Background: an optimization exercise with open tools, aiming at small area, a short achievable clock period and few clock cycles. Do not read the settings as production practice.
The RTL was checked by simulation tests, not by an equivalence proof against the original design.

## flow/design.v (module list and top-level ports; edited modules follow where they fit)
// module softmax: 3228 lines
// module sm_fa: 4 lines
// module sm_ha: 4 lines
module softmax #(parameter
	ARITH_TYPE = 1,
	DATA_WIDTH = 32,
	INTEGER = 10,
	FRACTION = 22,
    E=8,
    M=23 )
    (
input  wire                  clk,
input  wire                  reset,
input  wire                  softmax_enable,
input  wire [DATA_WIDTH-1:0] in1,
input  wire [DATA_WIDTH-1:0] in2,
input  wire [DATA_WIDTH-1:0] in3,
input  wire [DATA_WIDTH-1:0] in4,
input  wire [DATA_WIDTH-1:0] max_input,
output wire [DATA_WIDTH-1:0] softmax_out_1,
output wire [DATA_WIDTH-1:0] softmax_out_2,
output wire [DATA_WIDTH-1:0] softmax_out_3,
output wire [DATA_WIDTH-1:0] softmax_out_4,
output reg                   softmax_output_ready
    );
  // ...
==> flow/flow/run.sh <==
#!/bin/bash
# Layout flow: the standard ORFS flow (standard.sh, unchanged) with two
# settings passed on to make:
#  - BUFFER_PORTS_ARGS: every input and output port still gets its buffer, a
#    buf_1 (the smallest buffer) instead of the cell buffer_ports picks.
# make's full output goes to flow_make.log; ORFS keeps each step's log under
# orfs/logs.
set -euo pipefail
MARGIN=$(cat flow/margin.txt)
bash standard.sh "SETUP_SLACK_MARGIN=$MARGIN" \
  "BUFFER_PORTS_ARGS=-buffer_cell sky130_fd_sc_hd__buf_1" finish > flow_make.log 2>&1
==> flow/flow/margin.txt <==
9
==> flow/standard.sh <==
#!/bin/bash
# synth_recipe.tcl (not shown) runs the flow's synth.tcl, then flattens the netlist and writes it again
# the make line also repeats each setting of config.mk as NAME=value (left out here)
make -C /OpenROAD-flow-scripts/flow DESIGN_CONFIG=/design/flow/config.mk WORK_HOME=/design/flow/orfs CLKGATE_MAP_FILE= SYNTH_SCRIPT=/design/flow/synth_recipe.tcl "${@:-finish}"
==> flow/config.mk <==
export PLATFORM = sky130hd
export DESIGN_NAME = softmax
export DESIGN_NICKNAME = softmax
export VERILOG_FILES = /design/flow/design.v
export SDC_FILE = /design/flow/constraint.sdc
export NUM_CORES = 4
export LEC_CHECK = 0
export ABC_AREA = 1
export CAP_MARGIN = 20
export CORE_MARGIN = 2
export CORE_UTILIZATION = 40
export PLACE_DENSITY = 0.6
export SLEW_MARGIN = 20
export SYNTH_HIERARCHICAL = 1
export SYNTH_MINIMUM_KEEP_SIZE = 0
==> flow/constraint.sdc <==
create_clock -name core_clock -period 15.0 [get_ports {clk}]
set_input_delay 3.0000 -clock core_clock [delete_from_list [all_inputs] [get_ports {clk}]]
set_output_delay 3.0000 -clock core_clock [all_outputs]
set_load 0.01 [all_outputs]
==> results.sh, run 1 <==
export IMPL_clk_pin_slew_ps=60
export IMPL_worst_slack_ps=9227
export IMPL_grt_use_met1_pct=30.32
export IMPL_synth_cell_types=66
export IMPL_synth_mux_area_share_pct=0
export IMPL_cp_required_ps=15450
export IMPL_yosys_area_share_simple_pct=10.62
export IMPL_routabilityCongestion=0.9093
export IMPL_wl_met1_um=42970
export IMPL_cts_sink_count=233
export IMPL_maxUsedRoutingLayer="met4"
export IMPL_met3_length_um=8147
export IMPL_ys_top_cells_by_area="fa_1 30%, dfxtp_1 14%, xor2_1 11%"
export IMPL_synth_xor_area_share_pct=11.33
export IMPL_grt_first_pass_wirelength_um=163100
export IMPL_layout_min_cycle_time_ps=5773
export IMPL_avgViaCountPerCell=5.526
export IMPL_status="complete, no violations"
export IMPL_clockNetworkAreaShare_pct=2.853
export IMPL_multiInputGateArea_um2=26170
export IMPL_final_cell_mix="555 x nand2_1, 493 x fa_1, 427 x inv_1, 417 x xor2_1, 402 x o22ai_1"
export IMPL_grt_usage_pct=23.93
export IMPL_multi_input_area_share_pct=69.54
export IMPL_routed_wl_um=106700
export IMPL_drt_initial_drc_count=2414
export IMPL_ctsHoldBuffers=0
export IMPL_hold_path_class="reg2reg"
export IMPL_largest_class="multi-input combinational cells"
export IMPL_synth_main_ff_cell="dfxtp_1"
export IMPL_grt_most_used_layer="met2"
export IMPL_grt_setup_unrepaired="true"
export IMPL_maxSlewHeadroom_pct=31.32
export IMPL_ys_seq_area_share_pct=14.01
export IMPL_globalRouteOverflowTotal=0
export IMPL_dpl_cell_area_um2=35200
export IMPL_final_cells=5219
export IMPL_worst_pin_slew_ps=1029
Testbench counts, summed over its fixed seeds: cycles 16,808.
==> run 2, diff against run 1 <==
==> flow/flow/margin.txt (replaced) <==
9.5
==> run 2 against run 1 <==
  * Sequential cell count did not move
  * Critical path depth rose by 4
  * Global-route usage rose by 0.90 points
  * Clock skew shrank 6.1 ps
  * Utilization is 2.0 points higher
  * Fmax grew 1.4%
==> results.sh, run 2 <==
export IMPL_yosysMostFrequentCell="nand2_1"
export IMPL_cp_required_ps=15450
export IMPL_hold_path_class="reg2reg"
export IMPL_maxSlewHeadroom_pct=42.12
export IMPL_wl_per_cell_um=20.83
export IMPL_drv_cap=0
export IMPL_clock_latency_ps=580
export IMPL_core_um2=83290
export IMPL_grt_first_pass_wirelength_um=168300
export IMPL_final_common_cell="nand2_1"
export IMPL_final_cell_mix="531 x nand2_1, 466 x fa_1, 419 x inv_1, 405 x xor2_1, 386 x o22ai_1"
export IMPL_cts_tree="done"
export IMPL_drtPass1Iterations=5
export IMPL_critPathTopFamily="adder cells"
export IMPL_worstSetupPathType="reg2reg"
export IMPL_critPathMaxStageDelay_ps=610
export IMPL_rows=106
export IMPL_cts_root_buf="clkbuf_16"
export IMPL_ios=292
export IMPL_layout_min_cycle_time_ps=5696
export IMPL_synthCells=3895
export IMPL_dieArea_um2=86020
export IMPL_die_width_um=293.3
export IMPL_slew_violations=0
export IMPL_finalHoldViolations=0
export IMPL_clk_path_buf_depth=3
export IMPL_place_hpwl_um=77380
export IMPL_ctsHoldBuffers=0
export IMPL_met3_length_um=9086
export IMPL_cts_buffers=28
export IMPL_grt_max_degree=40
export IMPL_fin_crit_sh_pct=37.97
export IMPL_synth_top_area_share_pct=29.96
export IMPL_synth_seq_cells=233
export IMPL_max_freq_mhz=175.6
export IMPL_antenna_left=0
export IMPL_wl_met1_um=43120
export IMPL_ys_seq_area_share_pct=14.01
export IMPL_hold_ws_ps=324.3
export IMPL_clock_skew_ps=20.36
export IMPL_status="complete, no violations"
export IMPL_cts_sink_count=233
export IMPL_start_util_pct=40.19
export IMPL_yosysWarnings=7
export IMPL_drc=0
export IMPL_crit_arrival_ps=6140
export IMPL_clk_pin_slew_ps=60
export IMPL_grt_pass1_vias=29700
export IMPL_fp_dieH_um=293.3
export IMPL_routabilityCongestion=0.9106
export IMPL_routed_wl_um=110400
export IMPL_synth_cell_area_um2=33480
export IMPL_synth_cell_types=66
export IMPL_worst_pin_slew_ps=867.2
export IMPL_fin_nets=5123
export IMPL_h_tree_depth=1
export IMPL_end_kind="flop"
export IMPL_area_delta_synth_final_pct=17.32
export IMPL_ys_async_sr_fraction_pct=2.146
export IMPL_setup_viol=0
export IMPL_maxUsedRoutingLayer="met4"
export IMPL_crit_fanout=5
export IMPL_antennaDiodeCount=0
export IMPL_synth_top_cell_by_area="fa_1"
export IMPL_cp_common_cell="fa_2"
export IMPL_grt_usage_pct=24.84
export IMPL_slowest_stage="fa_1"
export IMPL_ys_top_cells_by_area="fa_1 30%, dfxtp_1 14%, xor2_1 11%"
export IMPL_tns_ps=0
export IMPL_wl_met2_um=52020
export IMPL_globalRouteOverflowTotal=0
export IMPL_worst_setup_path_start_kind="flop"
export IMPL_ys_top_cells_by_count="558 x nand2_1, 501 x fa_1, 461 x inv_1, 418 x xor2_1, 405 x o22ai_1"
export IMPL_drive_gt1_share_pct=14.81
export IMPL_avgSynthCellArea_um2=8.595
export IMPL_drt_initial_drc_count=2339
export IMPL_port_buffers=250
export IMPL_antenna_found_initial=0
export IMPL_worstPathCellList="clkinvlp_4 > buf_6 > o22ai_1 > xor2_1 > fa_1 > fa_2 > fa_2 > fa_1 > ha_1 > nand2_1 > o21bai_1 > a21oi_1 > nor3b_2 > nand2_4 > fa_2 > ha_4 > a21oi_4 > nor2_1 > nor2_2 > o21ai_4 > nand2_2 > nand2_2 > buf_4 > xor2_2"
export IMPL_grt_setup_unrepaired="true"
export IMPL_avgViaCountPerCell=5.615
export IMPL_synth_main_ff_cell="dfxtp_1"
export IMPL_timing_critical_path_buf_inv=3
export IMPL_synth_edf_count=0
export IMPL_num_vias=29750
-- run 2: area by class of cell --
| type | instances | area (um2) |
|---|---|---|
| clock buffers | 37 | 805.8 |
| clock inverters | 15 | 216.5 |
| fillers | 8013 | 44010 |
| inverters | 483 | 2001 |
| multi-input cells | 2945 | 26920 |
| flip-flops and latches | 233 | 4800 |
| well taps | 1080 | 1351 |
| repair buffers | 490 | 3068 |
| repair inverters | 16 | 112.6 |
-- run 2: Yosys stat by module, one instance, submodules excluded --
module,flip-flops and latches,cells inside
softmax,233,3332
sm_fa,0,1
sm_ha,0,1
-- run 2: cell families (layout without fill, tap and decap cells) --
group / Yosys count / in the layout / synth area share (%)
simple gates: 881 / 881 / 10.62
compound gates: 831 / 831 / 15.34
fa+ha+maj: 763 / 763 / 39.75
buf+inv: 752 / 1041 / 8.932
xor+xnor: 433 / 433 / 11.33
flops: 233 / 233 / 14.01
other cells: 2 / 37 / 0.02243
-- run 2: repair_timing --
item | 4_1_cts | 5_1_grt
resized for setup | 242 | 144
setup endpoints to repair | 49 | 44
buffers inserted | 115 | 54
pin swaps | 46 | 57
cloned | 17 | 5
-- run 2: metrics by stage --
step | utilization, % | cell area [um2] | std cells | worst slack, ps
floorplan | - | 33630 | 3930 | 9503
global placement | 42.29 | 35230 | 5056 | 8231
detailed placement | 42.29 | 35230 | 5056 | 8160
CTS | 45.93 | 38260 | 5240 | 9344
global route | 47.15 | 39280 | 5299 | 9118
finish | 47.15 | 39280 | 5299 | 9304
-- run 2: path summary, 6_finish.rpt --
path	endpoint	slack [ps]	from	cells after the start
worst max-delay path	s3_d[8]	9300	s2_sq[14]	24
worst min-delay path	s2_si[6]	320	s1_idx[6]	0
worst max register to register	s3_d[8]	9300	s2_sq[14]	24
worst min register to register	s2_si[6]	320	s1_idx[6]	0
max in group asynchronous	softmax_output_ready	12530	reset	2
min in group asynchronous	cnt[0]	2290	reset	2
-- run 2: metal layers --
layer	global-route usage, %	vias to the layer above
met5	0	-
met4	12.36	0
met3	3.896	338
met2	41.75	1582
met1	31.04	14430
li1	-	13400
==> run 3, diff against run 2 <==
==> flow/flow/margin.txt (replaced) <==
9
--- a/flow/config.mk
+++ b/flow/config.mk
@@ -5,7 +5,6 @@
 export SDC_FILE = /design/flow/constraint.sdc
 export NUM_CORES = 4
 export LEC_CHECK = 0
-export ABC_AREA = 1
 export CAP_MARGIN = 20
 export CORE_MARGIN = 2
 export CORE_UTILIZATION = 40
==> run 3 against run 2 <==
  * Still clean
  * Cell count is 6.5% higher
  * Sequential cell count did not move
  * Utilization is 0.98 points lower
  * Critical path type unchanged
==> results.sh, run 3 <==
export IMPL_synth_seq_cells=233
export IMPL_grtUsageMet2_pct=40.32
export IMPL_worstSetupPathType="reg2reg"
export IMPL_drv_cap=0
export IMPL_setup_viol=0
export IMPL_antennaDiodeCount=0
export IMPL_drt_initial_drc_count=3473
export IMPL_die_width_um=310.2
export IMPL_status="complete, no violations"
export IMPL_synth_main_ff_cell="dfxtp_1"
export IMPL_grt_max_degree=112
export IMPL_grt_first_pass_wirelength_um=185100
export IMPL_grt_use_met1_pct=32.66
export IMPL_cp_required_ps=15510
export IMPL_tns_ps=0
export IMPL_antenna_found_initial=0
export IMPL_place_hpwl_um=80060
export IMPL_port_buffers=250
export IMPL_avgSynthCellArea_um2=8.691
export IMPL_ys_top_cells_by_area="fa_1 27%, dfxtp_1 12%, ha_1 8.7%"
export IMPL_slowest_stage="fa_2"
export IMPL_antenna_left=0
export IMPL_grt_setup_unrepaired="true"
export IMPL_yosysMostFrequentCell="fa_1"
export IMPL_ys_seq_area_share_pct=12.50
export IMPL_fp_dieH_um=310.2
export IMPL_final_cell_mix="474 x fa_1, 337 x nand2_1, 264 x a21oi_1, 251 x ha_1"
export IMPL_use_met3_pct=2.827
export IMPL_wl_per_cell_um=21.42
export IMPL_critPathTopFamily="adder cells"
export IMPL_synth_top_area_share_pct=26.74
export IMPL_ios=292
export IMPL_routabilityCongestion=0.9146
export IMPL_dieArea_um2=96240
export IMPL_fillers=8958
export IMPL_clock_latency_ps=580
export IMPL_cts_tree="done"
export IMPL_cts_sink_count=233
export IMPL_routed_wl_um=120900
export IMPL_grt_pass1_vias=32200
export IMPL_worstPathCellList="buf_12 > a22oi_1 > xnor2_1 > fa_2 > fa_2 > fa_1 > fa_1 > ha_1 > and3_4 > and4_4 > or3_4 > or3_4 > fa_2 > ha_4 > a2111oi_4 > nand2_1 > or4_4 > a221oi_4 > or2_4 > o2111ai_4 > a41oi_2 > xnor2_1"
export IMPL_start_util_pct=40.25
export IMPL_maxSlewHeadroom_pct=27.46
export IMPL_synth_cell_types=82
export IMPL_critPathMaxStageDelay_ps=540
export IMPL_cts_root_buf="clkbuf_16"
export IMPL_crit_fanout=11
export IMPL_ys_top_cells_by_count="501 x fa_1, 377 x clkbuf_1, 344 x nand2_1, 271 x a21oi_1, 269 x o21ai_0"
export IMPL_drive_gt1_share_pct=11.87
export IMPL_cts_buffers=26
export IMPL_clock_skew_ps=20.49
export IMPL_fin_crit_sh_pct=45.14
export IMPL_timing_critical_path_buf_inv=1
export IMPL_ys_async_sr_fraction_pct=2.146
export IMPL_synthCells=4316
export IMPL_yosysWarnings=7
export IMPL_avgViaCountPerCell=5.985
export IMPL_grt_most_used_layer="met2"
export IMPL_area_delta_synth_final_pct=14.72
export IMPL_drtPass1Iterations=9
export IMPL_cp_common_cell="fa_2"
export IMPL_clk_pin_slew_ps=70
export IMPL_core_um2=93190
export IMPL_grt_usage_pct=24.03
export IMPL_max_freq_mhz=147.7
export IMPL_slew_violations=0
export IMPL_drc=0
export IMPL_clk_path_buf_depth=3
export IMPL_synth_edf_count=0
export IMPL_rows=112
export IMPL_num_vias=33770
export IMPL_crit_arrival_ps=7280
export IMPL_worst_pin_slew_ps=1077
export IMPL_globalRouteOverflowTotal=0
export IMPL_synth_cell_area_um2=37510
export IMPL_final_common_cell="fa_1"
export IMPL_layout_min_cycle_time_ps=6771
export IMPL_hold_path_class="reg2reg"
export IMPL_worst_setup_path_start_kind="flop"
export IMPL_end_kind="flop"
export IMPL_finalHoldViolations=0
export IMPL_h_tree_depth=1
export IMPL_synth_top_cell_by_area="fa_1"
export IMPL_fin_nets=5295
## run 3: cell types whose count changed in the layout (fill, tap and decap cells not counted), sizes merged, moves of 99 or more
cell | previous run | this run
xor2 | 418 | 50
inv | 443 | 128
o22ai | 405 | 136
a22oi | 1 | 250
nand2 | 567 | 344
xnor2 | 15 | 200
and2 | 1 | 176
o21ai | 101 | 271
nor2b | 0 | 99
## run 3: layout make-up
cell class	instances	area [um2]	area share (%)
Clock buffer	34	742.0	1.724
Clock inverter	14	176.4	0.4100
Timing Repair Buffer	477	3839	8.921
Multi-Input combinational cell	3495	31220	72.56
Sequential cell	233	4921	11.44
Tap cell	1254	1569	3.646
Inverter	133	540.5	1.256
Timing Repair inverter	3	20.02	0.04652
## run 3: metal layers
| metal | part of all wire [%] | vias to the layer above | wire, um |
|---|---|---|---|
| met5 | 0 | - | 0 |
| met1 | 42 | 16650 | 50540 |
| met3 | 7.6 | 210 | 9182 |
| li1 | - | 15390 | - |
| met4 | 3.0 | 0 | 3651 |
| met2 | 48 | 1528 | 57490 |
## run 3: kinds of logic after synthesis
logic type | Yosys count | synth area share, %
other | 2 | 0.02002
AND/OR/NAND/NOR | 1000 | 12.79
flip-flops | 233 | 12.50
buffers and inverters | 623 | 6.615
adder cells (fa/ha/maj) | 845 | 37.67
multiplexers | 8 | 0.2802
AO/OA/AOI/OAI | 1355 | 24.29
XOR/XNOR | 250 | 5.837
## run 3: Yosys stat by module, one instance, submodules excluded
| module | times used | area (um2) | flops+latches | cells inside |
|---|---|---|---|---|
| softmax | 1 | 26770 | 233 | 3753 |
| sm_fa | 492 | 20.02 | 0 | 1 |
| sm_ha | 71 | 12.51 | 0 | 1 |
## run 3: worst paths after layout
check | startpoint | slack (ps) | cells after the start | end
worst max-delay path | s2_sq[10] | 8230 | 22 | s3_d[12]
worst min-delay path | s1_idx[1] | 330 | 0 | s2_si[1]
worst max register to register | s2_sq[10] | 8230 | 22 | s3_d[12]
worst min register to register | s1_idx[1] | 330 | 0 | s2_si[1]
max in group asynchronous | reset | 12560 | 2 | softmax_output_ready
min in group asynchronous | reset | 2270 | 2 | cnt[1]
## run 3: worst reg2reg max path, stage by stage, from the launching register on
cell,delay (ps)
dfxtp_2,350
buf_12,150
a22oi_1,220
xnor2_1,170
fa_2,480
fa_2,540
fa_1,440
fa_1,450
ha_1,290
and3_4,180
and4_4,190
or3_4,370
or3_4,400
fa_2,450
ha_4,190
a2111oi_4,290
nand2_1,110
or4_4,440
a221oi_4,250
or2_4,200
o2111ai_4,160
a41oi_2,240
xnor2_1,130
## run 3: metrics by stage
| step | utilization (%) | instance area, um2 | instances | hold WS [ps] | setup WS [ps] |
|---|---|---|---|---|---|
| 2_1_floorplan | - | 37800 | 4351 | 309.6 | 8488 |
| 3_3_place_gp | 41.82 | 38970 | 5463 | 310.0 | 7199 |
| 3_5_place_dp | 41.82 | 38970 | 5463 | 312.1 | 7185 |
| 4_1_cts | 44.85 | 41790 | 5585 | 327.4 | 8208 |
| 5_1_grt | 46.17 | 43030 | 5643 | 332.0 | 7948 |
| 6_report | 46.17 | 43030 | 5643 | 326.0 | 8229 |
## run 3: timing repair
action | in CTS | in global routing
buffers inserted | 57 | 46
hold endpoints to repair | 0 | 0
cloned | 17 | 12
resized for setup | 285 | 147
pin swaps | 37 | 49
hold buffers | 0 | 0
endpoints found under the setup margin | 52 | 36
==> run 4, diff against run 3 <==
==> flow/flow/margin.txt (replaced) <==
8.5
--- a/flow/config.mk
+++ b/flow/config.mk
@@ -5,6 +5,7 @@
 export SDC_FILE = /design/flow/constraint.sdc
 export NUM_CORES = 4
 export LEC_CHECK = 0
+export ABC_AREA = 1
 export CAP_MARGIN = 20
 export CORE_MARGIN = 2
 export CORE_UTILIZATION = 40
==> run 4 against run 3 <==
  * Still clean on timing, DRC and antenna
  * Cell area down 15%
  * Global-route usage fell by 0.37 points
  * Critical path depth grew 3
  * Routed wire length is 15% lower
  * Cell count shrank 9.3%
  * Synthesized cell count fell by 9.8%
  * Non-clock buffer count down 154
  * Die area shrank 11%
  * Sequential share of layout area increased by 1.5 points
  * Register-to-register slack improved by 570 ps
==> results.sh, run 4 <==
export IMPL_dp_slack_ps=8200
export IMPL_slowest_stage="inv_1"
export IMPL_post_route_util_pct=43.76
export IMPL_wl_per_cell_um=20.18
export IMPL_routabilityCongestion=0.9093
export IMPL_cp_required_ps=15460
export IMPL_reg2reg_to="s3_d[12]"
export IMPL_hold_depth=0
export IMPL_globalRouteOverflowTotal=0
export IMPL_final_common_cell="nand2_1"
export IMPL_drt_initial_drc_count=1992
export IMPL_clock_latency_ps=580
export IMPL_final_cell_mix="557 x nand2_1, 501 x fa_1, 456 x inv_1, 418 x xor2_1, 405 x o22ai_1"
export IMPL_synth_top_area_share_pct=29.96
export IMPL_start_util_pct=40.19
export IMPL_ys_top_cells_by_area="fa_1 30%, dfxtp_1 14%, xor2_1 11%"
export IMPL_synth_cell_types=66
export IMPL_clock_skew_ps=28.98
export IMPL_synthCells=3895
export IMPL_ios=292
export IMPL_cts_tree="done"
export IMPL_avgViaCountPerCell=5.503
export IMPL_yosys_area_share_simple_pct=10.62
export IMPL_multiInputGateArea_um2=25970
export IMPL_holdPathEnd="s2_si[5]"
export IMPL_antennaDiodeCount=0
export IMPL_slew_violations=0
export IMPL_avgSynthCellArea_um2=8.595
export IMPL_synth_compound_area_share_pct=15.34
export IMPL_timing_critical_path_buf_inv=1
export IMPL_grt_first_pass_wirelength_um=161600
export IMPL_clk_path_buf_depth=3
export IMPL_ys_top_cells_by_count="558 x nand2_1, 501 x fa_1, 461 x inv_1, 418 x xor2_1, 405 x o22ai_1"
export IMPL_hold_start="s1_idx[5]"
export IMPL_crit_fanout=20
export IMPL_core_um2=83290
export IMPL_cts_sink_count=233
export IMPL_grt_pass1_vias=28900
export IMPL_grt_max_degree=44
export IMPL_fin_crit_sh_pct=41.33
export IMPL_place_hpwl_um=77540
export IMPL_hold_path_class="reg2reg"
export IMPL_reg2regPathDepth=25
export IMPL_clk_pin_slew_ps=70
export IMPL_status="complete, no violations"
export IMPL_synth_edf_count=0
export IMPL_synthAdderAreaFrac_pct=39.75
export IMPL_tns_ps=0
export IMPL_worstSetupPathType="reg2reg"
export IMPL_synth_main_ff_cell="dfxtp_1"
export IMPL_drive_gt1_share_pct=4.829
export IMPL_routed_wl_um=103300
export IMPL_critPathTopFamily="adder cells"
export IMPL_ctsHoldBuffers=0
export IMPL_yosysWarnings=7
export IMPL_dpl_cell_area_um2=35200
export IMPL_layout_min_cycle_time_ps=6200
export IMPL_r2r_start="s2_sq[1]"
export IMPL_synth_cell_area_um2=33480
export IMPL_setup_viol=0
export IMPL_dieArea_um2=86020
export IMPL_crit_arrival_ps=6660
export IMPL_maxSlewHeadroom_pct=22.77
export IMPL_worst_slack_ps=8800
export IMPL_drc=0
export IMPL_grt_usage_pct=23.66
export IMPL_ys_async_sr_fraction_pct=2.146
export IMPL_synth_xor_area_share_pct=11.33
export IMPL_fillers=8369
export IMPL_rows=106
export IMPL_worst_setup_path_start_kind="flop"
export IMPL_synth_top_cell_by_area="fa_1"
export IMPL_area_delta_synth_final_pct=8.857
export IMPL_cts_buffers=28
export IMPL_h_tree_depth=1
export IMPL_fp_dieH_um=293.3
export IMPL_register_area_um2=4698
export IMPL_synth_mux_area_share_pct=0
export IMPL_finalHoldViolations=0
export IMPL_end_kind="flop"
export IMPL_fin_area_um2=36440
export IMPL_antenna_left=0
export IMPL_synth_top_family_by_area="adder cells"
export IMPL_fin_nets=4942
export IMPL_port_buffers=250
export IMPL_die_width_um=293.3
export IMPL_r2r_slack_ps=8800
export IMPL_ys_seq_area_share_pct=14.01
export IMPL_yosysMostFrequentCell="nand2_1"
export IMPL_synth_seq_cells=233
export IMPL_grt_setup_unrepaired="false"
export IMPL_max_freq_mhz=161.3
export IMPL_num_vias=28160
export IMPL_drv_cap=0
export IMPL_critPathMaxStageDelay_ps=660
export IMPL_cts_root_buf="clkbuf_16"
export IMPL_worst_pin_slew_ps=1157
export IMPL_antenna_found_initial=0
export IMPL_drtPass1Iterations=6
-- run 4: cell count changes after synthesis, moves of 176 or more --
cell,before,now
a22oi_1,250,1
o21ai_0,269,93
xnor2_1,200,15
nand2_1,344,558
clkbuf_1,377,150
o22ai_1,136,405
xor2_1,50,418
inv_1,128,461
-- run 4: final cells by class --
class	instances	share of cell area (%)
Timing Repair Buffer	323	4.079
Tap cell	1080	3.708
Inverter	483	5.098
Multi-Input combinational cell	2945	71.25
Timing Repair inverter	2	0.02747
Sequential cell	233	12.89
Clock inverter	17	0.7553
Clock buffer	35	2.190
-- run 4: how the worst max path moves through the flow --
stage	start	end	slack, ps	depth (start not counted)
4_1_cts	s3_p12[1]	o4[16]	8590	18
6_report	s2_sq[1]	s3_d[12]	8800	25
3_5_place_dp	s3_p12[3]	o4[21]	8200	25
2_1_floorplan	s2_r[15]	s3_d[13]	9260	18
5_1_grt	s3_p12[5]	o4[21]	8490	23
3_3_place_gp	s3_p12[5]	o4[21]	8270	23
-- run 4: metrics by stage --
step / cells / hold WS, ps
after detailed placement: 5053 / 313.2
after floorplan: 3930 / 309.6
final: 5118 / 326.1
after global placement: 5053 / 309.5
after CTS: 5105 / 327.3
after global routing: 5118 / 331.4
-- run 4: per-layer routing --
layer / vias to the layer above / routed length [um] / track usage [%] / share of wire [%]
li1: 13020 / - / - / -
met1: 13650 / 42450 / 30.24 / 41
met2: 1265 / 49210 / 40.40 / 48
met3: 222 / 7387 / 3.283 / 7.2
met4: 0 / 4251 / 9.383 / 4.1
met5: - / 0 / 0 / 0
-- run 4: per-module statistics from Yosys, one instance, submodules excluded --
| module | flip-flops and latches | cell area (um2) | copies in the design |
|---|---|---|---|
| softmax | 233 | 22740 | 1 |
| sm_ha | 0 | 12.51 | 71 |
| sm_fa | 0 | 20.02 | 492 |
-- run 4: kinds of logic (layout without fill, tap and decap cells) --
logic type,after synthesis,count (layout)
and+or+nand+nor,881,881
xor gates and xnor gates,433,433
DFF,233,233
buffers and inverters,752,860
AOI/OAI and AO/OA,831,831
other,2,37
adders and majority gates,763,763
-- run 4: what timing repair did --
item | in CTS | in global routing
buffers inserted | 0 | 11
endpoints found under the setup margin | 7 | 18
cloned | 0 | 2
resized for setup | 3 | 19
==> run 5, diff against run 4 <==
==> flow/flow/margin.txt (replaced) <==
9
--- a/flow/config.mk
+++ b/flow/config.mk
@@ -8,8 +8,8 @@
 export ABC_AREA = 1
 export CAP_MARGIN = 20
 export CORE_MARGIN = 2
-export CORE_UTILIZATION = 40
-export PLACE_DENSITY = 0.6
+export CORE_UTILIZATION = 30
+export PLACE_DENSITY = 0.5
 export SLEW_MARGIN = 20
 export SYNTH_HIERARCHICAL = 1
 export SYNTH_MINIMUM_KEEP_SIZE = 0
==> run 5 against run 4 <==
  * Utilization down 9.1 points
  * Count of clock-buffer cells in the layout down 2
  * Routed wire length up 9.8%
  * Sequential cell count unchanged
  * Global-route usage down 4.4 points
  * Worst setup slack better by 400 ps
  * Die area up 33%
  * Critical path type unchanged
  * Hold slack about the same
  * Synthesized cell count unchanged
  * Highest routed layer is now met5
==> results.sh, run 5 <==
export IMPL_status="complete, no violations"
export IMPL_port_buffers=250
export IMPL_ys_top_cells_by_area="fa_1 30%, dfxtp_1 14%, xor2_1 11%"
export IMPL_dp_slack_ps=8098
export IMPL_ys_seq_area_share_pct=14.01
export IMPL_antenna_left=0
export IMPL_grt_usage_pct=19.23
export IMPL_grt_first_pass_wirelength_um=172000
export IMPL_grt_max_degree=45
export IMPL_maxUsedRoutingLayer="met5"
export IMPL_ios=292
export IMPL_max_freq_mhz=172.4
export IMPL_clock_latency_ps=580
export IMPL_fin_nets=5049
export IMPL_wl_met1_um=48320
export IMPL_fp_dieH_um=338.1
export IMPL_clk_path_buf_depth=3
export IMPL_slew_violations=0
export IMPL_crit_arrival_ps=6250
export IMPL_rows=122
export IMPL_slowest_stage="fa_1"
export IMPL_wl_met2_um=53640
export IMPL_critPathMaxStageDelay_ps=530
export IMPL_synth_seq_cells=233
export IMPL_ctsHoldBuffers=0
export IMPL_yosysMostFrequentCell="nand2_1"
export IMPL_clk_pin_slew_ps=60
export IMPL_worst_pin_slew_ps=1112
export IMPL_area_delta_synth_final_pct=14.49
export IMPL_synth_cell_area_um2=33480
export IMPL_cts_buffers=28
export IMPL_place_hpwl_um=82330
export IMPL_ys_async_sr_fraction_pct=2.146
export IMPL_synth_cell_types=66
export IMPL_synth_edf_count=0
export IMPL_drt_initial_drc_count=2203
export IMPL_drtPass1Iterations=5
export IMPL_final_common_cell="nand2_1"
export IMPL_drive_gt1_share_pct=9.843
export IMPL_dieArea_um2=114300
export IMPL_die_width_um=338.1
export IMPL_maxSlewHeadroom_pct=25.78
export IMPL_drv_cap=0
export IMPL_ys_top_cells_by_count="558 x nand2_1, 501 x fa_1, 461 x inv_1, 418 x xor2_1, 405 x o22ai_1"
export IMPL_avgViaCountPerCell=5.085
export IMPL_fin_crit_sh_pct=38.68
export IMPL_worst_slack_ps=9198
export IMPL_synthCells=3895
export IMPL_grt_setup_unrepaired="true"
export IMPL_wl_per_cell_um=20.14
export IMPL_worst_setup_path_start_kind="flop"
export IMPL_multiInputGateArea_um2=26310
export IMPL_layout_min_cycle_time_ps=5802
export IMPL_worstSetupPathType="reg2reg"
export IMPL_globalRouteOverflowTotal=0
export IMPL_cp_required_ps=15450
export IMPL_cts_root_buf="clkbuf_16"
export IMPL_met3_length_um=7452
export IMPL_antennaDiodeCount=0
export IMPL_avgSynthCellArea_um2=8.595
export IMPL_final_cell_mix="551 x nand2_1, 493 x fa_1, 432 x inv_1, 416 x xor2_1, 397 x o22ai_1"
export IMPL_h_tree_depth=1
export IMPL_core_um2=110700
export IMPL_fillers=11480
export IMPL_cts_tree="done"
export IMPL_hold_path_class="reg2reg"
export IMPL_synth_top_cell_by_area="fa_1"
export IMPL_drc=0
export IMPL_grt_pass1_vias=29270
export IMPL_cts_sink_count=233
export IMPL_synth_top_area_share_pct=29.96
export IMPL_routed_wl_um=113400
export IMPL_end_kind="flop"
export IMPL_crit_fanout=4
export IMPL_tns_ps=0
export IMPL_hold_ws_ps=326.5
export IMPL_finalHoldViolations=0
export IMPL_num_vias=28640
export IMPL_routabilityCongestion=0.8883
export IMPL_register_area_um2=4751
export IMPL_setup_viol=0
export IMPL_synth_main_ff_cell="dfxtp_1"
export IMPL_start_util_pct=30.25
export IMPL_yosysWarnings=7
export IMPL_clock_skew_ps=9.921
export IMPL_antenna_found_initial=1
run 5: layout make-up:
class                   count  share of cell area (%)
clock buffers              33                   1.985
clock inverters            19                  0.8683
inverters                 483                   5.102
multi-input cells        2945                   68.64
flip-flops and latches    233                   12.39
well taps                1488                   4.857
repair buffers            415                   5.889
repair inverters           17                  0.2611
run 5: final timing paths:
kind / from / end / slack, ps / cells past startpoint
max: s2_sq[14] / s3_d[12] / 9200 / 26
min: s1_idx[4] / s2_si[4] / 330 / 0
max reg2reg: s2_sq[14] / s3_d[12] / 9200 / 26
min reg2reg: s1_idx[4] / s2_si[4] / 330 / 0
max in group asynchronous: reset / softmax_output_ready / 12550 / 2
min in group asynchronous: reset / cnt[3] / 2280 / 2
run 5: worst max-delay path: cells and delay by family (launching register included):
| family | cells | cell delay [ps] |
|---|---|---|
| xor+xnor | 2 | 380 |
| flops | 1 | 380 |
| compound gates | 5 | 730 |
| buf+inv | 2 | 300 |
| simple gates | 10 | 890 |
| fa+ha+maj | 7 | 2990 |
run 5: timing repair:
action	in CTS	in global routing
pin swaps	0	19
gates resized for setup	53	123
buffers inserted	30	68
gates cloned	6	11
endpoints found under the setup margin	42	40
run 5: Yosys stat by module, one instance, submodules excluded:
module	flip-flops and latches	area, um2	cells
sm_ha	0	12.51	1
sm_fa	0	20.02	1
softmax	233	22740	3332
run 5: metrics by stage:
step / utilization [%] / instance area [um2] / std cells
2_1_floorplan: - / 33610 / 3930
3_3_place_gp: 32.30 / 35750 / 5466
3_5_place_dp: 32.30 / 35750 / 5466
4_1_cts: 33.67 / 37260 / 5554
5_1_grt: 34.64 / 38330 / 5633
6_report: 34.64 / 38330 / 5633
run 5: logic make-up (layout without fill, tap and decap cells):
kind of cell | after synthesis | after routing | synth area share (%)
AOI/OAI and AO/OA | 831 | 831 | 15.34
and+or+nand+nor | 881 | 881 | 10.62
DFF | 233 | 233 | 14.01
buffers and inverters | 752 | 967 | 8.932
xor gates and xnor gates | 433 | 433 | 11.33
adders and majority gates | 763 | 763 | 39.75
other | 2 | 37 | 0.02243
run 5: layer usage:
layer  global-route usage [%]  up-vias
li1                         -    13250
met1                    25.27    13940
met2                    32.92     1242
met3                    2.265      211
met4                    5.967        2
met5                        0        -

==> afterwards: timing with drivers on the ports <==
No port has a modelled driver above. Below, the same layouts with a new extraction and two added sets of constraints. Step 1 sets driving cells, clkbuf_16 on the clock port and buf_2 on the other inputs (assumed; they add their load-dependent delay and slew). Step 2, shift: input delay + t, output delay - t, t = (earliest + latest rising clock arrival at the registers) / 2. This alone moves slack from input paths to output paths. Three values: ideal ports, drivers, drivers and shift; two values: the first two.
run | t (ns) | setup WS [ns] | hold slack, ns | worst register clock-pin slew, ns | cell pins on the clock port's net
run 1 | 0.633 | 9.227 / 9.227 / 9.135 | 0.326 / 0.326 / 0.326 | 0.07 / 0.07 | 1
run 2 | 0.632 | 9.304 / 9.304 / 9.059 | 0.324 / 0.324 / 0.324 | 0.07 / 0.07 | 1
run 3 | 0.641 | 8.229 / 8.229 / 8.229 | 0.326 / 0.326 / 0.326 | 0.07 / 0.07 | 1
run 4 | 0.631 | 8.800 / 8.800 / 8.800 | 0.326 / 0.326 / 0.326 | 0.07 / 0.07 | 1
run 5 | 0.649 | 9.198 / 9.198 / 9.056 | 0.327 / 0.327 / 0.327 | 0.06 / 0.06 | 1
After both steps every run listed still meets setup and hold. The setup slack of run 2, which loses most, moves by 0.000 ns with the drivers and by -0.245 ns with both steps.
